What follows belongs to an exercise in optimizing a design on an open flow for small area and a short achievable clock period; a production flow would make more cautious choices.
Only simulation tests tie the RTL to the original design; equivalence was not proved.
No activity file was given, so power comes from the tool's default toggle rates.

## job 6355
==> flow/design.v (excerpt) <==
module reflex_core (
    input wire clk,
    input wire rst_n,
    input wire signed [15:0] z_pos,
    input wire signed [15:0] z_vel,
    input wire signed [15:0] kp_gain,
    input wire signed [15:0] kd_gain,
    input wire signed [15:0] vel_threshold,
    output wire signed [15:0] u_out,
    output reg guardian_active
);
==> flow/config.mk <==
export PLATFORM = sky130hd
export DESIGN_NAME = reflex_core
export DESIGN_NICKNAME = reflex_core
export VERILOG_FILES = /design/flow/design.v
export SDC_FILE = /design/flow/constraint.sdc
export NUM_CORES = 4
export LEC_CHECK = 0
export CAP_MARGIN = 20
export CORE_MARGIN = 2
export CORE_UTILIZATION = 40
export SETUP_SLACK_MARGIN = 3.8
export SLEW_MARGIN = 20
export SYNTH_HIERARCHICAL = 1
==> flow/constraint.sdc <==
create_clock -name core_clock -period 8.0 [get_ports {clk}]
set_input_delay 1.6000 -clock core_clock [delete_from_list [all_inputs] [get_ports {clk}]]
set_output_delay 1.6000 -clock core_clock [all_outputs]
set_load 0.01 [all_outputs]
run.sh (not shown) runs the stock make flow with config.mk's settings and CLKGATE_MAP_FILE= SYNTH_SCRIPT=/design/flow/synth_recipe.tcl, a recipe that flattens the netlist after the stock synthesis.
Here is what was changed in the inputs of job 9671 compared with job 6355.
--- a/flow/config.mk
+++ b/flow/config.mk
@@ -10,3 +10,3 @@
 export CORE_UTILIZATION = 40
-export SETUP_SLACK_MARGIN = 3.8
+export SETUP_SLACK_MARGIN = 3.5
 export SLEW_MARGIN = 20
Findings:
The final reports for job 9671 and job 6355 show largest stage delay on the critical path higher in the former.
Comparing job 6355 and job 9671, the lower post-route non-filler standard cell count was measured on job 9671.
Final worst slack: job 9671 lower than job 6355
There was hardly any difference in total count of max-transition violations in the final report between job 6355 and job 9671.
| transition time at the pin with the least slew margin | job 9671 vs job 6355 | 0.012 ns higher |
The final non-filler cell area reported for job 9671 is smaller than that of job 6355 by 5.6%.
Taking job 6355 as the reference, in job 9671 clock-buffer cell count increased 1; routed wire length shrank by about 2.5%; total number of tap cells stayed essentially flat.
Post-detailed-route via-to-cell ratio delta (job 6355 -> job 9671): insignificant
Input changes introduced in job 4902 (baseline for comparison: job 9671):
--- a/flow/config.mk
+++ b/flow/config.mk
@@ -10,3 +10,3 @@
 export CORE_UTILIZATION = 40
-export SETUP_SLACK_MARGIN = 3.5
+export SETUP_SLACK_MARGIN = 4.5
 export SLEW_MARGIN = 20
Findings:
Relative to job 9671, fraction of power consumed by combinational cells has increased by 4.8 points in job 4902.
The sequential share of layout area number comes out lower for job 4902 vs job 9671.
Job 4902 vs. job 9671: post-route standard cell area excluding fillers went up by 20%.
Diff job 9671 -> job 4902 | maximum operating frequency | down slightly
Most common cell after layout, fill and taps aside: xnor2_1 -> job 9671, o22ai_1 -> job 4902
After detailed routing, job 9671 needs less wire than job 4902.
Of job 9671 and job 4902, job 4902 shows the higher total power, with job 9671 below it.
Count of filler cells inserted in the layout sits lower in job 4902 than in job 9671.
Compared job 9671 against job 4902; worst hold slack within noise.
> inputs changed (job 4902 -> job 7451)
--- a/flow/config.mk
+++ b/flow/config.mk
@@ -10,3 +10,3 @@
 export CORE_UTILIZATION = 40
-export SETUP_SLACK_MARGIN = 4.5
+export SETUP_SLACK_MARGIN = 3.3
 export SLEW_MARGIN = 20
[summary]
Job 7451 went all the way through the flow, and no timing, DRC or antenna check failed.
Between job 4902 and job 7451, the difference in hold path depth is negligible.
Diff job 4902 -> job 7451: power per unit of standard cell area decreased about 3%; final worst hold slack essentially unchanged; clock insertion delay at the later pin of the skew report essentially unchanged; met3 global-route usage decreased 0.17 points.
Lower power drawn by the combinational cells was reported by job 7451, not job 4902.
Comparing job 4902 and job 7451, the lower filler-free cell count of the finished design is on job 7451.
Run comparison: job 4902 most common library cell in the layout ignoring fill and taps o22ai_1; job 7451 most common library cell in the layout ignoring fill and taps xnor2_1

* * *

== xenon ==
reflex_core, a different RTL version from the one above (not shown whole).
Size: about 150 flip-flops, about 99 I/O pins.
clock: 8.0 ns
lec_check: 0
cap_margin: 20
core_margin: 2
core_utilization: 40
cts_cluster_diameter: 100
cts_cluster_size: 50
setup_slack_margin: 3.5
slew_margin: 20
synth_hierarchical: 1
> inputs changed (xenon -> maple)
# xenon
export LEC_CHECK = 0
export CAP_MARGIN = 20
export CORE_MARGIN = 2
export CORE_UTILIZATION = 40
export CTS_CLUSTER_DIAMETER = 100
export CTS_CLUSTER_SIZE = 50
export SETUP_SLACK_MARGIN = 3.5
export SLEW_MARGIN = 20
export SYNTH_HIERARCHICAL = 1
create_clock -name core_clock -period 8.0 [get_ports {clk}]
# maple
export LEC_CHECK = 0
export CAP_MARGIN = 20
export CORE_MARGIN = 2
export CORE_UTILIZATION = 60
export SETUP_SLACK_MARGIN = 3.5
export SLEW_MARGIN = 20
export SYNTH_HIERARCHICAL = 1
create_clock -name core_clock -period 8.0 [get_ports {clk}]
## What came out
- Any difference in area share of buffers outside the clock network between xenon and maple is small enough to ignore.
- Going from xenon to maple, setup slack moved down; clock-cell share of area went up; switching fraction of total power saw little to no change; detailed-routed wire length on met2 has increased; summed area of non-filler cells in the final layout lost 230 sq um.
[inputs] violet vs maple
# maple
export LEC_CHECK = 0
export CAP_MARGIN = 20
export CORE_MARGIN = 2
export CORE_UTILIZATION = 60
export SETUP_SLACK_MARGIN = 3.5
export SLEW_MARGIN = 20
export SYNTH_HIERARCHICAL = 1
create_clock -name core_clock -period 8.0 [get_ports {clk}]
# violet
export LEC_CHECK = 0
export CAP_MARGIN = 20
export CORE_MARGIN = 2
export CORE_UTILIZATION = 40
export SETUP_SLACK_MARGIN = 3.5
export SLEW_MARGIN = 20
export SYNTH_HIERARCHICAL = 1
create_clock -name core_clock -period 8.0 [get_ports {clk}]
==> flow/flow/run.sh (new file) <==
#!/bin/bash
set -o pipefail
export BUFFER_PORTS_ARGS="-buffer_cell sky130_fd_sc_hd__buf_1"
bash standard.sh > standard.log 2>&1
status=$?
tail -n 40 standard.log
exit $status
==> flow/standard.sh (new file) <==
#!/bin/bash
# synth_recipe.tcl (not shown) runs the flow's synth.tcl, then flattens the netlist and writes it again
# the make line also repeats each setting of config.mk as NAME=value (left out here)
make -C /OpenROAD-flow-scripts/flow DESIGN_CONFIG=/design/flow/config.mk WORK_HOME=/design/flow/orfs CLKGATE_MAP_FILE= SYNTH_SCRIPT=/design/flow/synth_recipe.tcl "${@:-finish}"
removed: flow/run.sh
Results
- Clock skew after layout for violet is lower than for maple.
- On total via count in the routed design: violet sits below maple.
- Re final core area utilization: maple and violet aren't equal, and the higher value belongs to maple.
- As far as number of setup violations in the final report goes, violet and maple are indistinguishable; the numbers are identical.
- Compare maple and violet | number of logic stages on the critical path including buffering higher: maple
- Compared with maple, violet shows total global routing track utilization lower by 11 points.
- Summary of violet over maple: worst path arrival time down 50 ps, final non-filler cell area went down, first-iteration DRC count went down.

-- static timing again, ports no longer ideal --
Ports are ideal in the flow. The routed layouts listed here were re-timed in OpenROAD. Step 1 assumes that a clkbuf_16 drives the clock port and a buf_2 every other input. Step 2 times the ports against the registers' clock, not the clock port: input delays grow and output delays shrink by t, the midpoint of the rising clock arrivals with the driver on. Slacks: no drivers / after step 1 / after step 2; pairs: no drivers / after step 1.
run	t, ns	setup WS [ns]	worst slew at a driven data input, ns	pins driven straight from the clock port
job 6355	0.481	3.287 / 3.236 / 3.490	0.05	1
job 9671	0.480	3.257 / 3.209 / 3.277	0.11	1
job 4902	0.492	3.183 / 3.133 / 3.625	0.07	1
job 7451	0.483	3.226 / 3.176 / 3.215	0.09	1
xenon	0.487	3.406 / 3.356 / 3.543	0.04	1
maple	0.487	3.331 / 3.281 / 3.465	0.05	1
violet	0.484	3.384 / 3.333 / 3.565	0.04	1
After both steps setup and hold are still met in every run listed. The setup slack of job 7451, which loses most, moves by -0.050 ns with the drivers and by -0.011 ns with both steps.
